This design comes from an exercise in tuning for small area on the open sky130 flow, not from production work.
In this exercise RTL edits were held to simulation tests only and were not proved equivalent to the original.

Setup of run 1:
## current_filter
module current_filter (pClk, pRst, pFilterIn, pFilterOut);
  input         pClk;
  input         pRst;
  input  [15:0] pFilterIn;
  output [15:0] pFilterOut;
  reg [15:0] r1;
  reg [15:0] r2;
  reg [15:0] r3;
  reg [15:0] r4;
  reg [15:0] r5;
  reg [15:0] r6;
  reg [15:0] r7;
  reg [15:0] r8;
  reg [15:0] r9;
  reg [15:0] r10;
  reg [15:0] r11;
  reg [15:0] r12;
  reg [15:0] r13;
  reg [15:0] r14;
  reg [15:0] r15;
  reg [15:0] r16;
  reg [15:0] r17;
  reg [15:0] r18;
  reg [15:0] r19;
  reg [15:0] r20;
  reg [15:0] r21;
  wire s1, c2;
  wire s3, c4;
  wire s5, c6;
  wire s7, c8;
  wire s9, c10;
  wire s11, c12;
  wire s13, c14;
  wire s15, c16;
  wire s17, c18;
  wire s19, c20;
  wire s21, c22;
  wire s23, c24;
  wire s25, c26;
  wire s27, c28;
  wire s29, c30;
  wire s31, c32;
  wire s33, c34;
  wire s35, c36;
  wire s37, c38;
  wire s39, c40;
  wire s41, c42;
  wire s43, c44;
  wire s45, c46;
  wire s47, c48;
  wire s49, c50;
  wire s51, c52;
  wire s53, c54;
  wire s55, c56;
  wire s57, c58;
  wire s59, c60;
  wire s61, c62;
  wire s63, c64;
  wire s65, c66;
  wire s67, c68;
  wire s69, c70;
  wire s71, c72;
  wire s73, c74;
  wire s75, c76;
  wire s77, c78;
  wire s79, c80;
  wire s81, c82;
  wire s83, c84;
  wire s85, c86;
  wire s87, c88;
  wire s89, c90;
  wire s91, c92;
  wire s93, c94;
  wire s95, c96;
  wire s97, c98;
  wire s99, c100;
  wire s101, c102;
  wire s103, c104;
  wire s105, c106;
  wire s107, c108;
  wire s109, c110;
  wire s111, c112;
  wire s113, c114;
  wire s115, c116;
  wire s117, c118;
  wire s119, c120;
  wire s121, c122;
  wire s123, c124;
  wire s125, c126;
  wire s127, c128;
  wire s129, c130;
  wire s131, c132;
  wire s133, c134;
  wire s135, c136;
  wire s137, c138;
  wire s139, c140;
  wire s141, c142;
  wire s143, c144;
  wire s145, c146;
  wire s147, c148;
  wire s149, c150;
  wire s151, c152;
  ...
Settings: LEC_CHECK=0, CAP_MARGIN=20, CORE_MARGIN=2, CORE_UTILIZATION=80, CTS_BUF_LIST=sky130_fd_sc_hd__clkbuf_8, CTS_CLUSTER_DIAMETER=100, CTS_CLUSTER_SIZE=16, SLEW_MARGIN=20, SYNTH_HIERARCHICAL=1; clock period 7.5 ns.
run.sh (not shown) runs the stock make flow with config.mk's settings and CLKGATE_MAP_FILE= SYNTH_SCRIPT=/design/flow/synth_recipe.tcl, a recipe that flattens the netlist after the stock synthesis.
No stage failed in run 1, and the final checks on the layout all came back clean.
> inputs changed (run 1 -> run 2)
==> flow/flow/run.sh (new file) <==
#!/bin/bash
# The standard layout (the standard.sh, all ORFS steps), with the port buffers that
# ORFS's buffer_ports inserts made of the smallest buffer cell instead of its default choice.
set -euo pipefail
bash standard.sh "BUFFER_PORTS_ARGS=-buffer_cell sky130_fd_sc_hd__buf_1" finish > standard.log 2>&1
==> flow/standard.sh (new file) <==
#!/bin/bash
# synth_recipe.tcl (not shown) runs the flow's synth.tcl, then flattens the netlist and writes it again
# the make line also repeats each setting of config.mk as NAME=value (left out here)
make -C /OpenROAD-flow-scripts/flow DESIGN_CONFIG=/design/flow/config.mk WORK_HOME=/design/flow/orfs CLKGATE_MAP_FILE= SYNTH_SCRIPT=/design/flow/synth_recipe.tcl "${@:-finish}"
removed: flow/run.sh
## What came out
Number of nets in the final layout: run 1 vs run 2 — no meaningful difference
| relative area change from synthesis to final layout | higher: run 1 |
yv2[10] as the critical path launch point was reported by run 1, and yv2[11] by run 2.
Against run 1, run 2 comes in 0.74 points lower on relative area of non-clock buffer cells in the final design.
Changes in run 3 relative to run 2:
Settings: CORE_UTILIZATION now 82, was 80.
==> notes.md <==
Delta (run 3 minus run 2): area after synthesis neither gained nor lost much, post-layout worst setup margin went down 4.8 ps, first-iteration DRC count grew by about 2.5%, per-cell routed wire length barely changed.
Compared run 3 against run 2; sequential share of layout area within noise.
Compared run 2 against run 3; count of flip-flops and latches within noise.
Changes in run 4 relative to run 3:
Settings: swapping 82 for 84 in CORE_UTILIZATION.
## What came out
- Diff run 4..run 3 | final non-filler cell area | negligible
- Run 3 → run 4: number of placed cells counting well taps now sits lower; worst reg-to-reg setup slack shrank by 80 ps; core utilization has increased; core area shrank by 2.7%.
- Compared with run 3, final weighted congestion of routability-driven global placement in run 4 increased slightly.
- Run 4 vs run 3 — routed wire length climbed by more than 10%
- Compared with run 3, run 4 shows a higher share of the clock period used by the worst path after layout.

========
Setup of P:
current_filter, a different RTL version from the one above (not shown whole).
Size: ~1700 cells after synthesis, roughly 460 flip-flops, ~24000 µm² of cells after synthesis.
make LEC_CHECK=0 CAP_MARGIN=20 CORE_MARGIN=2 CORE_UTILIZATION=80 CTS_BUF_LIST=sky130_fd_sc_hd__clkbuf_8 CTS_CLUSTER_DIAMETER=60 CTS_CLUSTER_SIZE=18 SLEW_MARGIN=20 SYNTH_HIERARCHICAL=1 finish   # period 7.5 ns
Stock flow here: none of the scripts above is used.
### P -> Q
==> flow/flow/run.sh (new file) <==
#!/bin/bash
# The standard layout (the standard.sh, all ORFS steps), with the port buffers that
# ORFS's buffer_ports inserts made of the smallest buffer cell instead of its default choice.
set -euo pipefail
bash standard.sh "BUFFER_PORTS_ARGS=-buffer_cell sky130_fd_sc_hd__buf_1" finish > standard.log 2>&1
==> flow/standard.sh (new file) <==
#!/bin/bash
# synth_recipe.tcl (not shown) runs the flow's synth.tcl, then flattens the netlist and writes it again
# the make line also repeats each setting of config.mk as NAME=value (left out here)
make -C /OpenROAD-flow-scripts/flow DESIGN_CONFIG=/design/flow/config.mk WORK_HOME=/design/flow/orfs CLKGATE_MAP_FILE= SYNTH_SCRIPT=/design/flow/synth_recipe.tcl "${@:-finish}"
-- flow/config.mk --
<<< P, line 10
export CORE_UTILIZATION = 80
export CTS_BUF_LIST = sky130_fd_sc_hd__clkbuf_8
export CTS_CLUSTER_DIAMETER = 60
export CTS_CLUSTER_SIZE = 18
export SLEW_MARGIN = 20
export SYNTH_HIERARCHICAL = 1
>>> Q, line 10
export CORE_UTILIZATION = 80
export CTS_BUF_LIST = sky130_fd_sc_hd__clkbuf_8
export CTS_CLUSTER_DIAMETER = 100
export CTS_CLUSTER_SIZE = 16
export SLEW_MARGIN = 20
export SYNTH_HIERARCHICAL = 1
removed: flow/run.sh
--- outcome ---
Q: flow completed, timing, DRC and antenna clean
Delta(met2 usage, Q - P) < 0
Full die area came out exactly the same in P and Q.
[compare] base=P new=Q: final critical-path required period went up 230 ps, highest clock frequency the design can meet went down about 3.5%, post-layout utilization of the core went down 1.3 points, global routing usage on met1 went down 0.35 points.

==> static timing again, ports no longer ideal <==
No port has a modelled driver above. Below, the same layouts with a new extraction and two added sets of constraints. Step 1 sets driving cells, clkbuf_16 on the clock port and buf_2 on the other inputs (assumed; they add their load-dependent delay and slew). Step 2 adds t to the input delays and takes it off the output delays; t is the mean of the earliest and latest rising clock arrival at the registers after step 1. Input paths then give back, and output paths get back, about the clock's delay inside the block. Slacks: ideal / step 1 / step 2; pairs: ideal / step 1.
run	t, ns	slack for setup (ns)	worst slew at a driven data input, ns	cell pins on the clock port's net
run 1	0.615	1.406 / 1.406 / 1.119	0.05	1
run 2	0.621	1.396 / 1.396 / 1.350	0.05	1
run 3	0.599	1.391 / 1.391 / 1.391	0.05	1
run 4	0.595	1.309 / 1.309 / 1.309	0.04	1
P	0.618	1.240 / 1.240 / 1.193	0.04	1
Q	0.625	1.012 / 1.012 / 1.012	0.04	1
After both steps setup and hold are still met in every run listed. The setup slack of run 1, which loses most, moves by 0.000 ns with the drivers and by -0.287 ns with both steps.
